Context: an optimization exercise on an open-source flow, tuned for small area. The choices shown serve that exercise and are no tape-out recipe. In this exercise RTL edits were held to simulation tests only and were not proved equivalent to the original. No activity file was given, so power comes from the tool's default toggle rates.

Design atm, start of the top module:
module atm
	    (
	    CLK,
	    RESET,
	    TARJETA_RECIBIDA,
	    TIPO_DE_TARJETA,
	    PIN,
	    DIGITO,
	    DIGITO_STB,
	    TIPO_TRANS,
	    MONTO,
	    MONTO_STB,
	    BALANCE_ACTUALIZADO,
	    ENTREGAR_DINERO,
	    FONDOS_INSUFICIENTES,
	    PIN_INCORRECTO,
	    ADVERTENCIA,
	    BLOQUEO
	    );
input
	CLK,
	RESET,			 
	TARJETA_RECIBIDA,
	TIPO_DE_TARJETA,	 
	DIGITO_STB,		 
	TIPO_TRANS,		 
	MONTO_STB;		 
input [15:0] PIN;		 
input [3:0] DIGITO;
input [31:0] MONTO;
output reg
	BALANCE_ACTUALIZADO,
	ENTREGAR_DINERO,
	FONDOS_INSUFICIENTES;
output
	PIN_INCORRECTO,
	ADVERTENCIA,
	BLOQUEO;
localparam [2:0]
	S_IDLE	= 3'b000,
	S_PIN0	= 3'b001,
	S_PIN1	= 3'b011,
	S_PIN2	= 3'b010,
	S_ID	= 3'b100,
	S_WD	= 3'b101,
	S_DEP	= 3'b110,
	S_BLK	= 3'b111;
reg [2:0] estado;
reg [31:0] BAL_lo;		 
reg [31:0] BAL_hi;		 
reg pendiente;			 
reg [1:0] Contador_PIN;		 
reg [11:0] PIN_usuario;		 
reg error_pin;			 
wire in_idle	= (estado == S_IDLE);
wire in_pin	= ~estado[2] & (estado[1] | estado[0]);
wire in_blk	= (estado == S_BLK);
wire in_wd	= (estado == S_WD);
wire in_dep	= (estado == S_DEP);
wire cuarto	= in_pin & DIGITO_STB & (Contador_PIN == 2'd3);
wire igual	= ({PIN_usuario, DIGITO} == PIN);
wire correcto	= cuarto & igual;
wire erroneo	= cuarto & ~igual;
wire usa_monto	= in_wd | in_dep;
wire resta	= in_wd | in_idle;	 
wire [31:0] op	= ({32{usa_monto}} & MONTO) ^ {{31{resta}}, in_wd};
wire [31:0] suma;
wire acarreo;
add32 u_suma (.a(BAL_lo), .b(op), .ci(pendiente), .s(suma), .co(acarreo));
  ...
For scale: about 88 flip-flops, about 65 I/O pins.
export LEC_CHECK = 0
export CAP_MARGIN = 20
export CORE_MARGIN = 2
export CORE_UTILIZATION = 70
export SLEW_MARGIN = 20
export SYNTH_HIERARCHICAL = 1
create_clock -name core_clock -period 6.0 [get_ports {CLK}]
standard.sh (not shown) runs the stock make flow with config.mk's settings and CLKGATE_MAP_FILE= SYNTH_SCRIPT=/design/flow/synth_recipe.tcl, a recipe that flattens the netlist after the stock synthesis.
==> flow/flow/run.sh <==
#!/bin/bash
set -euo pipefail
W=$(pwd)
cat > "$W/flow_synth.tcl" <<EOT
proc abc {args} {
  set i [lsearch -exact \$args -script]
  set a1 \$args
  set a2 \$args
  lset a1 [expr {\$i + 1}] $W/flow/abc_adder.script
  lset a2 [expr {\$i + 1}] $W/flow/abc_map.script
  yosys abc {*}\$a1 add32
  yosys abc {*}\$a2 atm
}
source $W/synth_recipe.tcl
EOT
sed "s#SYNTH_SCRIPT=[^ ]*#SYNTH_SCRIPT=$W/flow_synth.tcl#" standard.sh > flow_standard.sh
grep -q "SYNTH_SCRIPT=$W/flow_synth.tcl" flow_standard.sh
export BUFFER_PORTS_ARGS="-buffer_cell sky130_fd_sc_hd__buf_1"
export CTS_ARGS="-sink_clustering_enable -repair_clock_nets -dont_use_dummy_load -buf_list sky130_fd_sc_hd__clkbuf_4 -root_buf sky130_fd_sc_hd__clkbuf_8"
bash flow_standard.sh finish > standard_flow.log 2>&1
==> flow/flow/abc_adder.script <==
&get -n
&st
&dch
&nf -R 30
&st
&syn2
&if -g -K 6
&synch2
&nf -R 30
&st
&syn2
&if -g -K 6
&synch2
&nf -R 30
&st
&syn2
&if -g -K 6
&synch2
&nf -R 30
&st
&syn2
&if -g -K 6
&synch2
&nf -R 30
&st
&syn2
&if -g -K 6
&synch2
&nf -R 30
&put
==> flow/flow/abc_map.script <==
&get -n
&st
&deepsyn -T 60
&dch -f
&nf -R 20
&st
&syn3
&dch -f
&nf -R 20
&put
The first run passed the timing, DRC and antenna checks.
Change:
==> flow/flow/abc_adder.script (replaced) <==
&get -n
&st
&dch
&nf
&st
&syn2
&if -g -K 6
&synch2
&nf
&st
&syn2
&if -g -K 6
&synch2
&nf
&st
&syn2
&if -g -K 6
&synch2
&nf
&st
&syn2
&if -g -K 6
&synch2
&nf
&st
&syn2
&if -g -K 6
&synch2
&nf
&put
==> flow/flow/abc_map.script (replaced) <==
&get -n
&st
&deepsyn -T 60
&dch -f
&nf -R 1000
&st
&syn3
&dch -f
&nf -R 1000
&put
--- a/flow/config.mk
+++ b/flow/config.mk
@@ -9,3 +9,3 @@
 export CORE_MARGIN = 2
-export CORE_UTILIZATION = 70
+export CORE_UTILIZATION = 55
 export SLEW_MARGIN = 20
=> The new run completed without violations. Die area came out higher by 27%. Via count came out higher by 0.46%. Sequential share of layout area came out lower by 0.55 points. First-iteration DRC count came out lower by about 7%. Utilization came out lower by 17 points. Area after synthesis came out higher by about 1.2%. Setup slack improves by 90 ps. Routed wire length came out higher by about 3.3%. Clock power is about the same.
Change:
--- a/flow/flow/run.sh
+++ b/flow/flow/run.sh
@@ -15,3 +15,3 @@
 EOT
-sed "s#SYNTH_SCRIPT=[^ ]*#SYNTH_SCRIPT=$W/flow_synth.tcl#" standard.sh > flow_standard.sh
+sed -e "s#SYNTH_SCRIPT=[^ ]*#SYNTH_SCRIPT=$W/flow_synth.tcl ADDER_MAP_FILE=#" standard.sh > flow_standard.sh
 grep -q "SYNTH_SCRIPT=$W/flow_synth.tcl" flow_standard.sh
==> flow/flow/abc_adder.script (replaced) <==
&get -n
&st
&dch
&nf -R 30
&st
&syn2
&if -g -K 6
&synch2
&nf -R 30
&st
&syn2
&if -g -K 6
&synch2
&nf -R 30
&st
&syn2
&if -g -K 6
&synch2
&nf -R 30
&st
&syn2
&if -g -K 6
&synch2
&nf -R 30
&st
&syn2
&if -g -K 6
&synch2
&nf -R 30
&put
The new run passed the timing, DRC and antenna checks; clock power is lower by about 2%; fmax is lower by 6.2%; global-route usage went down by 0.15 points; power drops by 36%.
Change:
--- a/flow/flow/run.sh
+++ b/flow/flow/run.sh
@@ -15,3 +15,3 @@
 EOT
-sed -e "s#SYNTH_SCRIPT=[^ ]*#SYNTH_SCRIPT=$W/flow_synth.tcl ADDER_MAP_FILE=#" standard.sh > flow_standard.sh
+sed "s#SYNTH_SCRIPT=[^ ]*#SYNTH_SCRIPT=$W/flow_synth.tcl#" standard.sh > flow_standard.sh
 grep -q "SYNTH_SCRIPT=$W/flow_synth.tcl" flow_standard.sh
--- a/flow/config.mk
+++ b/flow/config.mk
@@ -9,3 +9,3 @@
 export CORE_MARGIN = 2
-export CORE_UTILIZATION = 55
+export CORE_UTILIZATION = 70
 export SLEW_MARGIN = 20
Effect: First-iteration DRC count came out higher by 19%. Sequential cell count is unchanged. Worst setup slack improves by 360 ps. Total power came out higher by 54%. Fmax came out higher by 6.5%. Via count came out lower by 2.2%.

---

Another version of the RTL of atm (not shown whole).
Size: roughly 88 flip-flops, ~4400 µm² of cells after synthesis.
export LEC_CHECK = 0
export CAP_MARGIN = 20
export CORE_MARGIN = 2
export CORE_UTILIZATION = 65
export SLEW_MARGIN = 20
create_clock -name core_clock -period 6.0 [get_ports {CLK}]
==> flow/flow/run.sh <==
#!/bin/bash
# Standard layout with three changes:
#  * synthesis is the standard flow's own script, but ABC maps with an area-oriented
#    script (flow/abc_map.script: no delay-optimal mapping, no buffering or
#    sizing inside ABC; the layout's repair steps size for timing instead);
#  * the port buffers are the smallest buffer;
#  * the clock tree uses small clock buffers and no dummy loads.
set -euo pipefail
W=$(pwd)
cat > "$W/flow_synth.tcl" <<EOT
proc abc {args} {
  set i [lsearch -exact \$args -script]
  if {\$i >= 0} { lset args [expr {\$i + 1}] $W/flow/abc_map.script }
  yosys abc {*}\$args
}
source $W/synth_recipe.tcl
EOT
sed "s#SYNTH_SCRIPT=[^ ]*#SYNTH_SCRIPT=$W/flow_synth.tcl#" standard.sh > flow_standard.sh
grep -q "SYNTH_SCRIPT=$W/flow_synth.tcl" flow_standard.sh
export BUFFER_PORTS_ARGS="-buffer_cell sky130_fd_sc_hd__buf_1"
export CTS_ARGS="-sink_clustering_enable -repair_clock_nets -dont_use_dummy_load -buf_list sky130_fd_sc_hd__clkbuf_4 -root_buf sky130_fd_sc_hd__clkbuf_8"
bash flow_standard.sh finish > standard_flow.log 2>&1
==> flow/flow/abc_map.script <==
&get -n
&st
&deepsyn -T 60
&dch -f
&nf -R 1000
&st
&syn3
&dch -f
&nf -R 1000
&put
The first run aborted during clock tree synthesis (4_1_cts) (DPL-0038).
Edit:
==> flow/flow/run.sh (replaced) <==
#!/bin/bash
set -euo pipefail
W=$(pwd)
cat > "$W/flow_synth.tcl" <<EOT
proc abc {args} {
  set i [lsearch -exact \$args -script]
  set a1 \$args
  set a2 \$args
  lset a1 [expr {\$i + 1}] $W/flow/abc_adder.script
  lset a2 [expr {\$i + 1}] $W/flow/abc_map.script
  yosys abc {*}\$a1 add32
  yosys abc {*}\$a2 atm
}
source $W/synth_recipe.tcl
EOT
sed "s#SYNTH_SCRIPT=[^ ]*#SYNTH_SCRIPT=$W/flow_synth.tcl#" standard.sh > flow_standard.sh
grep -q "SYNTH_SCRIPT=$W/flow_synth.tcl" flow_standard.sh
export BUFFER_PORTS_ARGS="-buffer_cell sky130_fd_sc_hd__buf_1"
export CTS_ARGS="-sink_clustering_enable -repair_clock_nets -dont_use_dummy_load -buf_list sky130_fd_sc_hd__clkbuf_4 -root_buf sky130_fd_sc_hd__clkbuf_8"
bash flow_standard.sh finish > standard_flow.log 2>&1
==> flow/flow/abc_adder.script (new file) <==
&get -n
&st
&dch
&nf
&st
&syn2
&if -g -K 6
&synch2
&nf
&st
&syn2
&if -g -K 6
&synch2
&nf
&st
&syn2
&if -g -K 6
&synch2
&nf
&st
&syn2
&if -g -K 6
&synch2
&nf
&st
&syn2
&if -g -K 6
&synch2
&nf
&put
CORE_UTILIZATION = 55   (was 65)
SYNTH_HIERARCHICAL = 1   (was default)
- Now the flow ran to the end with no violations
- area after synthesis increases by 11%
- synthesized cell count increases by 23%
Edit:
--- a/flow/flow/run.sh
+++ b/flow/flow/run.sh
@@ -1,3 +1,9 @@
 #!/bin/bash
+# Standard layout with three changes:
+#  * synthesis is the standard flow's own script, but ABC maps with an area-oriented
+#    script (flow/abc_map.script: no delay-optimal mapping, no buffering or
+#    sizing inside ABC; the layout's repair steps size for timing instead);
+#  * the port buffers are the smallest buffer;
+#  * the clock tree uses small clock buffers and no dummy loads.
 set -euo pipefail
 W=$(pwd)
@@ -5,10 +11,6 @@
 proc abc {args} {
   set i [lsearch -exact \$args -script]
-  set a1 \$args
-  set a2 \$args
-  lset a1 [expr {\$i + 1}] $W/flow/abc_adder.script
-  lset a2 [expr {\$i + 1}] $W/flow/abc_map.script
-  yosys abc {*}\$a1 add32
-  yosys abc {*}\$a2 atm
+  if {\$i >= 0} { lset args [expr {\$i + 1}] $W/flow/abc_map.script }
+  yosys abc {*}\$args
 }
 source $W/synth_recipe.tcl
==> flow/flow/abc_map.script (replaced) <==
&get -n
&st
&deepsyn -T 60
&dch -f
&nf
&put
SYNTH_HIERARCHICAL = default   (was 1)
removed: flow/flow/abc_adder.script
After rerunning: The changed run finished with negative setup slack left. Clock-buffer cell count stays the same. Global-route usage shrinks by 1.1 points. First-iteration DRC count is lower by 51%. Clock skew stays flat.
Edit:
==> flow/flow/abc_map.script (replaced) <==
&get -n
&st
&syn3
&dch -f
&nf -R 1000
&st
&syn3
&dch -f
&nf -R 1000
&st
&syn2
&dch -f
&nf -R 1000
&put
The changed run reached the layout checks and failed them: negative setup slack.
Die area climbs by 2.4%.
Cell count is higher by about 18%.
Worst setup slack is worse by 0.32 ns.
Fmax falls by about 3.8%.
Routed wire length climbs by about 70%.
First-iteration DRC count went up to 3.3 times its value.
Utilization came out higher by 14 points.
Final area came out higher by 20%.
Synthesized area grows by 2.5%.
Critical path depth increases by 2.

-- separate check: timing with driven ports --
How much do the figures lean on ideal ports? The routed layouts below were timed once more, with nothing changed but the port constraints. Step 1: set_driving_cell puts a clkbuf_16 on CLK and a buf_2 on each other input, an assumption about the parent block. Step 2 adds t to the input delays and takes it off the output delays; t is the mean of the earliest and latest rising clock arrival at the registers after step 1. Input paths then give back, and output paths get back, about the clock's delay inside the block. a / b / c = no drivers / after step 1 / after step 2; a / b = the first two.
run | shift t [ns] | setup slack, ns | worst setup path at the end | worst data-port slew with drivers (ns)
the first run of note 1 | 0.378 | 0.434 / 0.434 / 0.087 | input to register | 0.04
the second run of note 1 | 0.379 | 0.524 / 0.524 / 0.220 | input to register | 0.04
the third run of note 1 | 0.374 | 0.160 / 0.169 / -0.206 | input to register | 0.04
the fourth run of note 1 | 0.377 | 0.518 / 0.518 / 0.293 | input to register | 0.04
the second run of note 2 | 0.377 | 0.441 / 0.442 / 0.066 | input to register | 0.04
the third run of note 2 | 0.380 | -2.145 / -2.147 / -2.527 | input to register | 0.04
the fourth run of note 2 | 0.394 | -2.463 / -2.481 / -2.875 | input to register | 0.06
Met with ideal ports but missed after step 2: setup timing in the third run of note 1. The setup slack of the fourth run of note 2, which loses most, moves by -0.018 ns with the drivers and by -0.412 ns with both steps.
